From an optimization exercise on the open Yosys and OpenROAD flow, aimed at small area and a short achievable clock period; shortcuts taken in it are not production practice. No run shown here included a check of the RTL's function; only the layout flow was run. No activity file was given, so power comes from the tool's default toggle rates.

<file path="flow/run.sh">
#!/bin/bash
# Standard ORFS layout, with the port buffers made of buf_1 cells instead of
# the delay buffers buffer_ports picks by default.
set -euo pipefail
bash standard.sh BUFFER_PORTS_ARGS="-buffer_cell sky130_fd_sc_hd__buf_1" finish > standard.log 2>&1
</file>
<file path="standard.sh">
#!/bin/bash
# synth_recipe.tcl (not shown) runs the flow's synth.tcl, then flattens the netlist and writes it again
# the make line also repeats each setting of config.mk as NAME=value (left out here)
make -C /OpenROAD-flow-scripts/flow DESIGN_CONFIG=/design/flow/config.mk WORK_HOME=/design/flow/orfs CLKGATE_MAP_FILE= SYNTH_SCRIPT=/design/flow/synth_recipe.tcl "${@:-finish}"
</file>
<file path="config.mk">
export PLATFORM = sky130hd
export DESIGN_NAME = ModulatorFrontEnd
export DESIGN_NICKNAME = ModulatorFrontEnd
export VERILOG_FILES = /design/flow/design.v
export SDC_FILE = /design/flow/constraint.sdc
export NUM_CORES = 4
export LEC_CHECK = 0
export ABC_AREA = 1
export CAP_MARGIN = 20
export CORE_MARGIN = 2
export CORE_UTILIZATION = 30
export SLEW_MARGIN = 20
</file>
<file path="constraint.sdc">
create_clock -name core_clock -period 4.5 [get_ports {SYMBOL_CLK}]
set_input_delay 0.9000 -clock core_clock [delete_from_list [all_inputs] [get_ports {SYMBOL_CLK}]]
set_output_delay 0.9000 -clock core_clock [all_outputs]
set_load 0.01 [all_outputs]
</file>
<file path="design.v">
`timescale 1 ns / 1 ps
module ModulatorFrontEnd(
	input SYMBOL_CLK,
	input RST,
	input [15:0] SUBCARRIER_INDEX,
	input [3:0] ALLOCATED_BIT_NUM,
	input [9:0] PARALLEL_BIT_IN,
	input PARALLEL_BIT_IN_VALID,
	output [27:0] DATA_OUT_RE,
	output [27:0] DATA_OUT_IM,
	output [15:0] DATA_OUT_INDEX,
	output DATA_OUT_VALID,
	output [27:0] DATA_OUT_RE_HER,
	output [27:0] DATA_OUT_IM_HER,
	output [15:0] DATA_OUT_INDEX_HER,
	output DATA_OUT_VALID_HER
);
reg [15:0] ix;
reg [3:0] nbx;
reg [9:2] bx;
reg vx;
always @(posedge SYMBOL_CLK) begin
	ix <= SUBCARRIER_INDEX;
	nbx <= ALLOCATED_BIT_NUM;
	bx <= PARALLEL_BIT_IN[9:2];
	vx <= PARALLEL_BIT_IN_VALID & ~RST;
end
wire [5:0] sl = ix[5:0];
wire en = ~|ix[15:6] & (sl[5] ? (sl[4] ? (sl[3] ? 1'b0 : (sl[2] ? 1'b0 : (sl[1] ? 1'b0 : 1'b1))) : 1'b1) : (sl[4] ? 1'b1 : (sl[3] ? 1'b1 : (sl[2] ? 1'b1 : (sl[1] ? (sl[0] ? 1'b1 : 1'b0) : 1'b0)))));
wire [3:0] nb = nbx;
wire [8:1] D;
assign D[1] = en & (nb == 4'd1);
assign D[2] = en & (nb == 4'd2);
assign D[3] = en & (nb == 4'd3);
assign D[4] = en & (nb == 4'd4);
assign D[5] = en & (nb == 4'd5);
assign D[6] = en & (nb == 4'd6);
assign D[7] = en & (nb == 4'd7);
assign D[8] = en & (nb == 4'd8);
wire s_re = ({1{D[1]}} & ~bx[9]) |
		({1{D[2]}} & ~bx[9]) |
		({1{D[3]}} & ~bx[9]) |
		({1{D[4]}} & ~bx[9]) |
		({1{D[5]}} & ~bx[9]) |
		({1{D[6]}} & ~bx[9]) |
		({1{D[7]}} & ~bx[9]) |
		({1{D[8]}} & ~bx[9]);
wire [12:0] m_re = ({13{D[1]}} & 13'd4096) |
		({13{D[2]}} & 13'd2896) |
		({13{D[3]}} & (bx[8] ? 13'd1672 : 13'd5017)) |
		({13{D[4]}} & (bx[8] ? 13'd1295 : 13'd3886)) |
		({13{D[5]}} & (bx[8] ? (bx[7] ? 13'd2748 : 13'd916) : (bx[7] ? 13'd4579 : (bx[5] ? 13'd916 : 13'd2748)))) |
		({13{D[6]}} & (bx[8] ? (bx[7] ? 13'd1896 : 13'd632) : (bx[7] ? 13'd3160 : 13'd4424))) |
		({13{D[7]}} & (bx[8] ? (bx[7] ? (bx[6] ? 13'd2262 : 13'd3166) : (bx[6] ? 13'd1357 : 13'd452)) : (bx[7] ? (bx[6] ? 13'd4976 : 13'd4071) : (bx[6] ? (bx[4] ? 13'd1357 : 13'd2262) : (bx[4] ? 13'd452 : 13'd3166))))) |
		({13{D[8]}} & (bx[8] ? (bx[7] ? (bx[6] ? 13'd1571 : 13'd2199) : (bx[6] ? 13'd942 : 13'd314)) : (bx[7] ? (bx[6] ? 13'd3456 : 13'd2827) : (bx[6] ? 13'd4084 : 13'd4712))));
wire [12:0] l_re = ({13{D[2]}} & 13'd8160) |
		({13{D[3]}} & (bx[8] ? 13'd8176 : 13'd8190)) |
		({13{D[4]}} & (bx[8] ? 13'd8190 : 13'd8188)) |
		({13{D[5]}} & (bx[8] ? 13'd8184 : (bx[7] ? 13'd8190 : 13'd8184))) |
		({13{D[6]}} & 13'd8176) |
		({13{D[7]}} & (bx[8] ? (bx[7] ? 13'd8188 : (bx[6] ? 13'd8190 : 13'd8184)) : (bx[7] ? (bx[6] ? 13'd8160 : 13'd8190) : (bx[6] ? (bx[4] ? 13'd8190 : 13'd8188) : (bx[4] ? 13'd8184 : 13'd8188))))) |
		({13{D[8]}} & (bx[8] ? (bx[7] ? 13'd8190 : 13'd8188) : (bx[7] ? (bx[6] ? 13'd7936 : 13'd8190) : (bx[6] ? 13'd8184 : 13'd8176))));
wire nz_re = l_re[12] | m_re[12];
wire [13:0] p_re = {s_re & nz_re, m_re ^ ({13{s_re}} & l_re)};
wire [13:0] n_re = {~s_re & nz_re, m_re ^ ({13{~s_re}} & l_re)};
wire s_im = ({1{D[2]}} & bx[8]) |
		({1{D[3]}} & bx[7]) |
		({1{D[4]}} & bx[7]) |
		({1{D[5]}} & bx[6]) |
		({1{D[6]}} & bx[6]) |
		({1{D[7]}} & bx[5]) |
		({1{D[8]}} & bx[5]);
wire [12:0] m_im = ({13{D[2]}} & 13'd2896) |
		({13{D[3]}} & 13'd1672) |
		({13{D[4]}} & (bx[6] ? 13'd1295 : 13'd3886)) |
		({13{D[5]}} & (bx[8] ? (bx[5] ? 13'd916 : 13'd2748) : (bx[7] ? (bx[5] ? 13'd916 : 13'd2748) : 13'd4579))) |
		({13{D[6]}} & (bx[5] ? (bx[4] ? 13'd1896 : 13'd632) : (bx[4] ? 13'd3160 : 13'd4424))) |
		({13{D[7]}} & (bx[8] ? (bx[4] ? (bx[3] ? 13'd1357 : 13'd452) : (bx[3] ? 13'd2262 : 13'd3166)) : (bx[7] ? (bx[4] ? (bx[3] ? 13'd1357 : 13'd452) : (bx[3] ? 13'd2262 : 13'd3166)) : (bx[3] ? 13'd4976 : 13'd4071)))) |
		({13{D[8]}} & (bx[4] ? (bx[3] ? (bx[2] ? 13'd1571 : 13'd2199) : (bx[2] ? 13'd942 : 13'd314)) : (bx[3] ? (bx[2] ? 13'd3456 : 13'd2827) : (bx[2] ? 13'd4084 : 13'd4712))));
wire [12:0] l_im = ({13{D[2]}} & 13'd8160) |
		({13{D[3]}} & 13'd8176) |
		({13{D[4]}} & (bx[6] ? 13'd8190 : 13'd8188)) |
		({13{D[5]}} & (bx[8] ? 13'd8184 : (bx[7] ? 13'd8184 : 13'd8190))) |
		({13{D[6]}} & 13'd8176) |
		({13{D[7]}} & (bx[8] ? (bx[4] ? (bx[3] ? 13'd8190 : 13'd8184) : 13'd8188) : (bx[7] ? (bx[4] ? (bx[3] ? 13'd8190 : 13'd8184) : 13'd8188) : (bx[3] ? 13'd8160 : 13'd8190)))) |
		({13{D[8]}} & (bx[4] ? (bx[3] ? 13'd8190 : 13'd8188) : (bx[3] ? (bx[2] ? 13'd7936 : 13'd8190) : (bx[2] ? 13'd8184 : 13'd8176))));
wire nz_im = l_im[12] | m_im[12];
wire [13:0] p_im = {s_im & nz_im, m_im ^ ({13{s_im}} & l_im)};
wire [13:0] n_im = {~s_im & nz_im, m_im ^ ({13{~s_im}} & l_im)};
reg [13:0] q_re, q_im, q_imn;
reg [15:0] q_index;
reg q_valid;
always @(posedge SYMBOL_CLK) begin
	q_re <= p_re;
	q_im <= p_im;
	q_imn <= n_im;
	q_index <= ix;
	q_valid <= vx & ~RST;
end
assign DATA_OUT_RE = {{2{q_re[13]}}, q_re, 12'd0};
assign DATA_OUT_IM = {{2{q_im[13]}}, q_im, 12'd0};
assign DATA_OUT_RE_HER = {{2{q_re[13]}}, q_re, 12'd0};
assign DATA_OUT_IM_HER = {{2{q_imn[13]}}, q_imn, 12'd0};
assign DATA_OUT_INDEX = q_index;
assign DATA_OUT_INDEX_HER = q_index;
assign DATA_OUT_VALID = q_valid;
assign DATA_OUT_VALID_HER = q_valid;
endmodule
</file>
==> impl_metrics.csv, run 1 <==
group,metric,value,unit
clock_network,numCtsBuffers,9,
yosys,synth-seq-cells,87,
critical_path,slowest_stage,"nor2_4",
yosys,yosysSeqAreaShare,0.3502,
global_routing,antenna_found_initial,0,
placement,gp_congestion,0.9129,
critical_path,criticalPathCategory,"reg -> reg",
critical_path,end_kind,"register",
outcome,status,"no timing/DRC/antenna violations",
critical_path,worst-path-buf-inv,0,
yosys,yosys-top-cells-area,"dfxtp_1 35%, buf_4 14%, nand2_1 13%, nand3_1 8.5%, inv_1 5.9%",
clock_network,hold_buffers,0,
global_routing,grt_pass1_vias,3655,
detailed_routing,drt_iter0_drc,291,
sta,rsz0062_at_grt,"false",
floorplanning,die_y,132.8,µm
power,p_switching,0.4307,mW
finish,stdcell_area,0.005435,mm²
floorplanning,core,0.01641,mm²
finish,area_growth,9.283,%
min_path,hold_class,"reg -> reg",
power,combPwrFrac,0.069,
placement,post-place-cells,995,
detailed_routing,drc,0,
finish,layout_common_cells,"173 x nand2_1, 128 x buf_1, 87 x dfxtp_1, 84 x nand3_1, 78 x inv_1",
clock_network,cts_sinks,87,
critical_path,crit_required,4.74,ns
placement,dp_hpwl,8864,µm
sta,worst_slew_pin_slew,0.9105,ns
critical_path,cpLargestDelayFamily,"simple AND/OR/NAND/NOR gates",
power,p_sw_frac,0.2623,
sta,hold_viol,0,
global_routing,grt_usage,0.1310,
power,power,1.642,mW
sta,finClkSkew,0.009228,ns
detailed_routing,first_pass_iters,5,
yosys,avgSynthCellArea,7.045,µm²
power,ir_drop,176.4,µV
detailed_routing,viasPerCell,4.318,
sta,max_slew_margin,0.3923,
power,p_clk_frac,0.436,
floorplanning,io_pins,179,
yosys,synth_top_cell_by_area,"dfxtp_1",
clock_network,path_clk_slew,0.07,ns
yosys,synth_top_area_share,0.3502,
power,seqPwrFrac,0.495,
placement,place_ws,1.663,ns
critical_path,cp.arrival,3.06,ns
sta,tns,0,ns
yosys,ys_types,32,
critical_path,cp_common_cell,"nand2_1",
critical_path,worstSetupStartpointType,"register",
finish,nets,838,
critical_path,path_cells,"nor2_1 > nand2_1 > nand2_1 > nand2_1 > nor2_4 > o21ai_1 > nand2_1 > nor2_1 > nor2_4 > nand2_1 > nand2_1 > nand2_1",
global_routing,grt_pass1_wl,18260,µm
clock_network,tritoncts,"done",
global_routing,overflow,0,
clock_network,root_buffer,"clkbuf_16",
sta,drv_slew,0,
critical_path,cpPeakStageDelay,0.69,ns
floorplanning,rows,47,
yosys,syn_area,0.004974,mm²
detailed_routing,post_drt_wl_per_cell,11.63,µm
power,internal_power,1.211,mW
floorplanning,start_util,0.3031,
yosys,syn-instance-count,706,
finish,diodes,0,
finish,layout-drive-gt1-share,0.05689,
sta,fin_crit_sh,0.6267,
yosys,yosysWarnings,1,
detailed_routing,wl,11760,µm
power,power_leakage,2.808,nW
floorplanning,die_x,132.8,µm
clock_network,htreeDepth,3,
detailed_routing,vias,4366,
finish,final_common_cell,"nand2_1",
sta,fmax,354.6,MHz
clock_network,cts.path.max_buffers,2,
power,power-per-cell-area,302.1,mW/mm²
sta,setup_violations,0,
sta,period_minus_slack,2.820,ns
placement,numPortBuffers,128,
clock_network,cts_resized,0,
job,drv_cap,0,
finish,fin_cells,1011,
clock_network,cts_setup_buffers,0,
floorplanning,design.die.area,0.01762,mm²
detailed_routing,detail-route-antenna-nets,0,
critical_path,crit_path_max_fanout,42,
sta,worst_slack,1.680,ns
placement,dpl-instance-area,0.005142,mm²
global_routing,grt_max_degree,43,
clock_network,clk-insertion-delay-late,0.35,ns
-- worst paths after layout --
check | end | from | slack [ns] | cells after the start
max | q_re[8]$_DFF_P_ | ix[3]$_DFF_P_ | 1.68 | 12
max reg2reg | q_re[8]$_DFF_P_ | ix[3]$_DFF_P_ | 1.68 | 12
min | q_index[9]$_DFF_P_ | ix[9]$_DFF_P_ | 0.35 | 0
min reg2reg | q_index[9]$_DFF_P_ | ix[9]$_DFF_P_ | 0.35 | 0
-- per-stage QoR --
| stage | hold WS [ns] | util |
|---|---|---|
| floorplan | 0.3306 | - |
| global route | 0.3553 | 0.3313 |
| finish | 0.3504 | 0.3313 |
| global placement | 0.3318 | 0.3134 |
| detailed placement | 0.3356 | 0.3134 |
| CTS | 0.3509 | 0.3313 |
-- flip-flops by register name, indices dropped and copies added, names as in the netlist --
| name | count |
|---|---|
| q_re | 14 |
| q_valid | 1 |
| ix | 16 |
| bx | 8 |
| q_imn | 14 |
| vx | 1 |
| q_index | 16 |
| nbx | 4 |
| q_im | 13 |
-- cell families after synthesis --
logic type,after synthesis,share of synthesized area
other cells,1,0.0007540
compound gates,38,0.04478
buf+inv,195,0.2249
fa+ha+maj,19,0.04780
xor+xnor,5,0.008805
flops,87,0.3502
simple gates,361,0.3228
-- worst reg2reg max path: stages, from the launching register on --
cell	delay [ns]
dfxtp_1	0.31
nor2_1	0.15
nand2_1	0.07
nand2_1	0.05
nand2_1	0.11
nor2_4	0.69
o21ai_1	0.38
nand2_1	0.16
nor2_1	0.07
nor2_4	0.34
nand2_1	0.21
nand2_1	0.10
nand2_1	0.05
-- cell type report --
class	instances	area, µm²
fill	1806	10970
timing repair buffer	132	510.5
multi-input combinational	471	2296
clock buffer	9	225.2
inverter	85	319.1
tap	220	275.3
clock inverter	7	67.56
sequential	87	1742
-- Yosys cell counts (all sizes together) --
cell type  count
buf          104
nand3b         2
nor2          68
a31oi          2
dfxtp         87
nand2        178
xor2           5
nor3           4
o31ai          1
clkbuf         6
nand4         21
nand3         84
inv           83
clkinv         2
or2            4
o2111ai        1
ha            19
o211ai         8
o21ai         22
a21oi          4
conb           1
-- power by group through the flow --
stage               logic [mW]  clock network, mW  registers (mW)
global route             0.128              0.773           0.816
finish                   0.113              0.715           0.813
detailed placement       0.112                  0           0.831
floorplan                0.119                  0           0.826
global placement         0.112                  0           0.830
CTS                      0.113              0.748           0.813
-- layer usage --
layer | wire, µm | track usage
met4 | 202 | 0.04839
met1 | 5317 | 0.1727
met2 | 5340 | 0.2058
met3 | 899 | 0.03448
met5 | 0 | 0
==> inputs of run 2 (changes only) <==
--- a/config.mk
+++ b/config.mk
@@ -10,3 +10,5 @@
 export CORE_MARGIN = 2
 export CORE_UTILIZATION = 30
+export SETUP_SLACK_MARGIN = 2.0
 export SLEW_MARGIN = 20
+export TNS_END_PERCENT = 100
==> run 2 against run 1 <==
  * Final area is 2.6% higher
  * Clock skew hardly changed
  * Routed wire length is 4.1% higher
  * Synthesized cell count stayed put
  * Combinational power hardly changed
  * Die area stayed put
  * Maximum frequency is 23% higher
  * Cell count is 1.5% higher
  * Area after synthesis stayed put
  * Total power is 0.23% higher
==> impl_metrics.csv, run 2 <==
group,metric,value,unit
outcome,status,"no timing/DRC/antenna violations",
critical_path,cp.arrival,2.52,ns
sta,max_slew_margin,0.5641,
sta,tns,0,ns
yosys,ys.flop_type,"dfxtp_1",
sta,finClkSkew,0.009147,ns
sta,rsz0062_at_grt,"false",
sta,period_minus_slack,2.286,ns
floorplanning,rows,47,
global_routing,overflow,0,
clock_network,path_clk_slew,0.07,ns
clock_network,tritoncts,"done",
global_routing,grt_pass1_vias,3698,
yosys,ys_async_sr_fraction,0,
floorplanning,io_pins,179,
yosys,synth_compound_gate_area_share,0.04478,
yosys,avgSynthCellArea,7.045,µm²
sta,worst_slack,2.214,ns
yosys,synthSimpleGateAreaFrac,0.3228,
yosys,syn_area,0.004974,mm²
sta,worst_slew_pin_slew,0.6470,ns
critical_path,slowest_stage,"dfxtp_2",
global_routing,antenna_found_initial,0,
clock_network,cts_sinks,87,
finish,diodes,0,
critical_path,cpLargestDelayFamily,"flip-flops",
power,power_leakage,2.867,nW
floorplanning,die_y,132.8,µm
yosys,ys_types,32,
critical_path,crit_path_max_fanout,17,
finish,stdcell_area,0.005577,mm²
critical_path,end_kind,"register",
clock_network,cts.path.max_buffers,2,
placement,place_ws,1.663,ns
sta,fin_crit_sh,0.5080,
finish,nets,853,
yosys,syn-instance-count,706,
global_routing,grt_usage,0.1346,
finish,utilization,0.3399,
detailed_routing,first_pass_iters,5,
critical_path,criticalPathCategory,"reg -> reg",
critical_path,cpPeakStageDelay,0.58,ns
sta,setup_violations,0,
global_routing,grt_pass1_wl,18750,µm
placement,dp_hpwl,8864,µm
detailed_routing,viasPerCell,4.344,
yosys,synth-xor-area-share,0.008805,
finish,final_common_cell,"nand2_1",
clock_network,clk-insertion-delay-late,0.35,ns
floorplanning,design.die.area,0.01762,mm²
power,ir_drop,176.4,µV
yosys,synth_top_family_by_area,"simple AND/OR/NAND/NOR gates",
yosys,yosysWarnings,1,
finish,layout-drive-gt1-share,0.08065,
clock_network,root_buffer,"clkbuf_16",
critical_path,worst-path-buf-inv,2,
yosys,synth_edf_count,0,
sta,drv_slew,0,
detailed_routing,post_drt_wl_per_cell,11.93,µm
placement,numPortBuffers,128,
job,drv_cap,0,
detailed_routing,drc,0,
yosys,synthAdderAreaFrac,0.04780,
yosys,synth-seq-cells,87,
finish,reg_top3,"ix x16, q_index x16",
sta,hold_viol,0,
sta,fmax,437.4,MHz
finish,fin_cells,1026,
global_routing,grt_max_degree,26,
placement,post-place-cells,995,
yosys,synth_top_cell_by_area,"dfxtp_1",
sta,hold_slack,0.3504,ns
detailed_routing,detail-route-antenna-nets,0,
power,power,1.646,mW
yosys,yosysMostFrequentCell,"nand2_1",
detailed_routing,drt_iter0_drc,316,
yosys,muxShareOfSynthArea,0,
clock_network,numCtsBuffers,9,
yosys,yosysSeqAreaShare,0.3502,
floorplanning,die_x,132.8,µm
critical_path,path_cells,"clkinv_1 > ha_1 > nor2_1 > o21ai_0 > nor2_1 > clkinv_1 > nand2_1 > nand2_1",
finish,area_growth,12.13,%
critical_path,crit_required,4.73,ns
min_path,hold_class,"reg -> reg",
placement,gp_congestion,0.9129,
power,power-per-cell-area,295.1,mW/mm²
detailed_routing,vias,4457,
finish,layout_common_cells,"172 x nand2_1, 128 x buf_1, 85 x dfxtp_1, 84 x nand3_1, 77 x inv_1",
yosys,yosys-top-cells-area,"dfxtp_1 35%, buf_4 14%, nand2_1 13%, nand3_1 8.5%, inv_1 5.9%",
clock_network,htreeDepth,3,
floorplanning,core,0.01641,mm²
detailed_routing,wl,12240,µm
placement,dpl-instance-area,0.005142,mm²
yosys,synth_top_area_share,0.3502,
critical_path,worstSetupStartpointType,"register",
yosys,synth_common_cells,"173 x nand2_1, 95 x buf_4, 87 x dfxtp_1",
floorplanning,start_util,0.3031,
[run 2: cell counts after synthesis]
Identical to the previous run, type by type.
[run 2: area by class of cell]
class | count | area (µm²)
Clock buffer | 9 | 225.2
Clock inverter | 7 | 67.56
Fill cell | 1800 | 10830
Inverter | 85 | 322.8
Multi-Input combinational cell | 473 | 2323
Sequential cell | 87 | 1744
Tap cell | 220 | 275.3
Timing Repair Buffer | 144 | 613.1
Timing Repair inverter | 1 | 5.005
[run 2: where the power goes]
| part | total (mW) | internal (mW) | switching (mW) |
|---|---|---|---|
| Clock | 0.716 | 0.387 | 0.328 |
| Combinational | 0.116 | 0.0326 | 0.0838 |
| Sequential | 0.814 | 0.792 | 0.0216 |
| Total | 1.65 | 1.21 | 0.434 |
[run 2: kinds of logic (layout without fill, tap and decap cells)]
group           after synthesis  in the layout
fa+ha+maj                    19             19
buf+inv                     195            246
compound gates               38             38
simple gates                361            363
flops                        87             87
xor+xnor                      5              5
other cells                   1             48
[run 2: per-layer routing]
| layer | vias to the layer above | global-route usage | wire, µm |
|---|---|---|---|
| met5 | - | 0 | 0 |
| met4 | 0 | 0.04600 | 182 |
| met3 | 13 | 0.03448 | 922 |
| met2 | 175 | 0.2121 | 5709 |
| met1 | 1989 | 0.1790 | 5422 |
| li1 | 2280 | - | - |
[run 2: worst paths after layout]
check             slack, ns     startpoint  cells after the start                 end
setup reg to reg       2.21  bx[4]$_DFF_P_                      8    q_imn[7]$_DFF_P_
hold reg to reg        0.35  ix[9]$_DFF_P_                      0  q_index[9]$_DFF_P_
setup / recovery       2.21  bx[4]$_DFF_P_                      8    q_imn[7]$_DFF_P_
hold / removal         0.35  ix[9]$_DFF_P_                      0  q_index[9]$_DFF_P_
[run 2: worst register-to-register path, delay by kind of cell (launching register included)]
family	cells	cell delay (ns)
AO/OA/AOI/OAI	1	0.13
adder cells (fa/ha/maj)	1	0.39
buffers and inverters	2	0.55
flip-flops	1	0.58
AND/OR/NAND/NOR	4	0.53
[run 2: repair_timing]
action | CTS | global route
setup buffers | 0 | 12
pin swaps | 1 | 3
resized for setup | 2 | 5
endpoints found under the setup margin | 34 | 32
cloned | 2 | 1
hold buffers | 0 | 0
==> inputs of run 3 (changes only) <==
--- a/config.mk
+++ b/config.mk
@@ -10,5 +10,5 @@
 export CORE_MARGIN = 2
 export CORE_UTILIZATION = 30
-export SETUP_SLACK_MARGIN = 2.0
+export SETUP_SLACK_MARGIN = 2.8
 export SLEW_MARGIN = 20
 export TNS_END_PERCENT = 100
==> run 3 against run 2 <==
  * Critical endpoint is now q_im[9]$_DFF_P_
  * Via count grew 7.3%
  * Sequential cell count is the same
  * Final area grew 27%
  * Still clean on timing, DRC and antenna
  * Total power grew 6.7%
  * Highest routed layer unchanged
==> impl_metrics.csv, run 3 <==
group,metric,value,unit
outcome,status,"no timing/DRC/antenna violations",
yosys,synth_compound_gate_area_share,0.04478,
yosys,synth_top_family_by_area,"simple AND/OR/NAND/NOR gates",
yosys,ys_types,32,
clock_network,cts_sinks,87,
critical_path,cpPeakStageDelay,0.33,ns
floorplanning,core,0.01641,mm²
sta,fmax,520.2,MHz
yosys,yosysSeqAreaShare,0.3502,
detailed_routing,viasPerCell,4.522,
clock_network,numCtsBuffers,9,
critical_path,worstSetupStartpointType,"register",
sta,finClkSkew,0.007283,ns
critical_path,r2r-start,"ix[2]$_DFF_P_",
detailed_routing,drt_iter0_drc,438,
floorplanning,start_util,0.3031,
critical_path,slowest_stage,"dfxtp_2",
critical_path,r2r_slack,2.58,ns
yosys,synth_top_cell_by_area,"dfxtp_1",
yosys,synth-seq-cells,87,
detailed_routing,vias,4784,
critical_path,criticalPathCategory,"reg -> reg",
sta,setup_violations,0,
floorplanning,rows,47,
global_routing,antenna_found_initial,0,
sta,worst_slew_pin_slew,0.6302,ns
critical_path,cp-startpoint,"ix[2]$_DFF_P_",
finish,fillCellCount,1616,
sta,max_slew_margin,0.5794,
sta,hold_viol,0,
finish,layout_common_cells,"155 x nand2_1, 84 x buf_6, 76 x inv_1, 72 x nand3_1",
critical_path,end_kind,"register",
global_routing,grt_pass1_vias,4277,
yosys,avgSynthCellArea,7.045,µm²
finish,fin_cells,1058,
global_routing,grt_max_degree,30,
clock_network,clk-insertion-delay-late,0.35,ns
critical_path,crit_required,4.72,ns
floorplanning,design.die.area,0.01762,mm²
finish,diodes,0,
placement,gp_congestion,0.8831,
global_routing,gr-usage-met2,0.2536,
critical_path,r2r-end,"q_im[9]$_DFF_P_",
yosys,synthSimpleGateAreaFrac,0.3228,
power,power-per-cell-area,248.6,mW/mm²
global_routing,overflow,0,
yosys,synth_edf_count,0,
finish,utilization,0.4303,
yosys,yosysWarnings,1,
yosys,synth_common_cells,"173 x nand2_1, 95 x buf_4, 87 x dfxtp_1",
clock_network,tritoncts,"done",
sta,tns,0,ns
yosys,yosysMostFrequentCell,"nand2_1",
sta,period_minus_slack,1.922,ns
floorplanning,io_pins,179,
detailed_routing,post_drt_wl_per_cell,13.71,µm
finish,nets,885,
placement,place_ws,1.837,ns
power,power_leakage,3.655,nW
power,ir_drop,174.3,µV
sta,rsz0062_at_grt,"true",
sta,hold_slack,0.3435,ns
global_routing,grt_usage,0.1572,
finish,final_common_cell,"nand2_1",
clock_network,path_clk_slew,0.07,ns
yosys,syn-instance-count,706,
yosys,yosys-top-cells-area,"dfxtp_1 35%, buf_4 14%, nand2_1 13%, nand3_1 8.5%, inv_1 5.9%",
yosys,syn_area,0.004974,mm²
finish,reg_top3,"ix x16, q_index x16",
yosys,muxShareOfSynthArea,0,
finish,area_growth,41.96,%
yosys,synthAdderAreaFrac,0.04780,
detailed_routing,detail-route-antenna-nets,0,
placement,numPortBuffers,128,
critical_path,cp_common_cell,"nor2_4",
detailed_routing,wl,14510,µm
critical_path,crit_path_max_fanout,8,
detailed_routing,first_pass_iters,7,
clock_network,cts.path.max_buffers,2,
critical_path,cp.arrival,2.14,ns
global_routing,grt_pass1_wl,21800,µm
clock_network,hold_buffers,0,
sta,worst_slack,2.578,ns
job,drv_cap,0,
sta,fin_crit_sh,0.4272,
clock_network,htreeDepth,3,
placement,post-place-cells,993,
global_routing,grtUsageMet1,0.1958,
min_path,hold_class,"reg -> reg",
sta,drv_slew,0,
placement,dp_hpwl,8906,µm
critical_path,worstSetupEndpoint,"q_im[9]$_DFF_P_",
detailed_routing,drc,0,
global_routing,busiest_layer,"met2",
yosys,synth-xor-area-share,0.008805,
yosys,synth_top_area_share,0.3502,
finish,layout-drive-gt1-share,0.3604,
floorplanning,die_x,132.8,µm
critical_path,path_cells,"nor2_4 > nand2_1 > nand2_1 > nand2_4 > nor2_4 > buf_6 > buf_12 > o211ai_1 > nand2_2 > nor2_4 > buf_4 > xor2_1",
clock_network,root_buffer,"clkbuf_16",
yosys,ys.flop_type,"dfxtp_1",
floorplanning,die_y,132.8,µm
critical_path,ff2ff_path_depth,12,
yosys,ys_async_sr_fraction,0,
global_routing,use_met3,0.04981,
-- run 3: power by group --
| part | switching (mW) | internal (mW) | total, mW |
|---|---|---|---|
| Clock | 0.332 | 0.442 | 0.773 |
| Sequential | 0.0275 | 0.792 | 0.819 |
| Combinational | 0.0981 | 0.0648 | 0.163 |
| Total | 0.457 | 1.30 | 1.76 |
-- run 3: area by class of cell --
cell class,instances,area [µm²],area share
multi-input cells,475,2651,0.3755
flip-flops and latches,87,1831,0.2593
repair buffers,174,1647,0.2332
inverters,85,341.6,0.04838
well taps,220,275.3,0.03899
clock buffers,9,225.2,0.03190
clock inverters,7,85.08,0.01205
repair inverters,1,5.005,0.0007088
-- run 3: per-stage QoR --
stage | instance area, µm² | total power, mW
2_1_floorplan | 5156 | 0.9462
3_3_place_gp | 5129 | 0.9423
3_5_place_dp | 5129 | 0.9430
4_1_cts | 6590 | 1.768
5_1_grt | 7061 | 1.838
6_report | 7061 | 1.756
-- run 3: worst max-delay path, delay by kind of cell (launching register included) --
kind	cells	cell delay [ns]
compound gates	1	0.09
flops	1	0.33
buf+inv	3	0.42
simple gates	7	0.76
xor+xnor	1	0.16
-- run 3: worst min-delay path by stage --
stage,from,end,slack (ns),cells past startpoint
finish,ix[14]$_DFF_P_,q_index[14]$_DFF_P_,0.34,0
global route,ix[12]$_DFF_P_,q_index[12]$_DFF_P_,0.36,0
detailed placement,ix[7]$_DFF_P_,q_index[7]$_DFF_P_,0.34,0
floorplan,ix[0]$_DFF_P_,q_index[0]$_DFF_P_,0.33,0
CTS,ix[14]$_DFF_P_,q_index[14]$_DFF_P_,0.34,0
global placement,ix[3]$_DFF_P_,q_index[3]$_DFF_P_,0.33,0
-- run 3: kinds of logic (layout without fill, tap and decap cells) --
kind of cell	after synthesis	count (layout)
flip-flops	87	87
AO/OA/AOI/OAI	38	38
other	1	48
XOR/XNOR	5	5
buffers and inverters	195	276
AND/OR/NAND/NOR	361	365
adder cells (fa/ha/maj)	19	19
-- run 3: metal layers --
metal	up-vias	wire (µm)
met5	-	0
met4	0	462
met1	2154	5706
met2	239	6955
li1	2351	-
met3	40	1384
-- run 3: repair_timing --
item / CTS / global route
endpoints found under the setup margin: 134 / 131
setup buffers: 28 / 10
gates resized for setup: 259 / 80
gates cloned: 7 / 4
pin swaps: 10 / 33

## separate check: timing with driven ports
Ports are ideal in the flow. The routed layouts listed here were re-timed in OpenROAD.
Step 1, drivers: a clkbuf_16 drives SYMBOL_CLK and a buf_2 each remaining input, both assumed.
Step 2, shift: input delay + t, output delay - t, t = (earliest + latest rising clock arrival at the registers) / 2. This alone moves slack from input paths to output paths.
Three values: ideal ports, drivers, drivers and shift; two values: the first two.
run	t (ns)	slack for setup (ns)	hold slack, ns	pins driven straight from the clock port
run 1	0.380	1.680 / 1.680 / 1.680	0.350 / 0.350 / 0.350	1
run 2	0.380	2.214 / 2.214 / 2.214	0.350 / 0.350 / 0.350	1
run 3	0.390	2.578 / 2.578 / 2.578	0.343 / 0.343 / 0.343	1
After both steps every run listed still meets setup and hold.
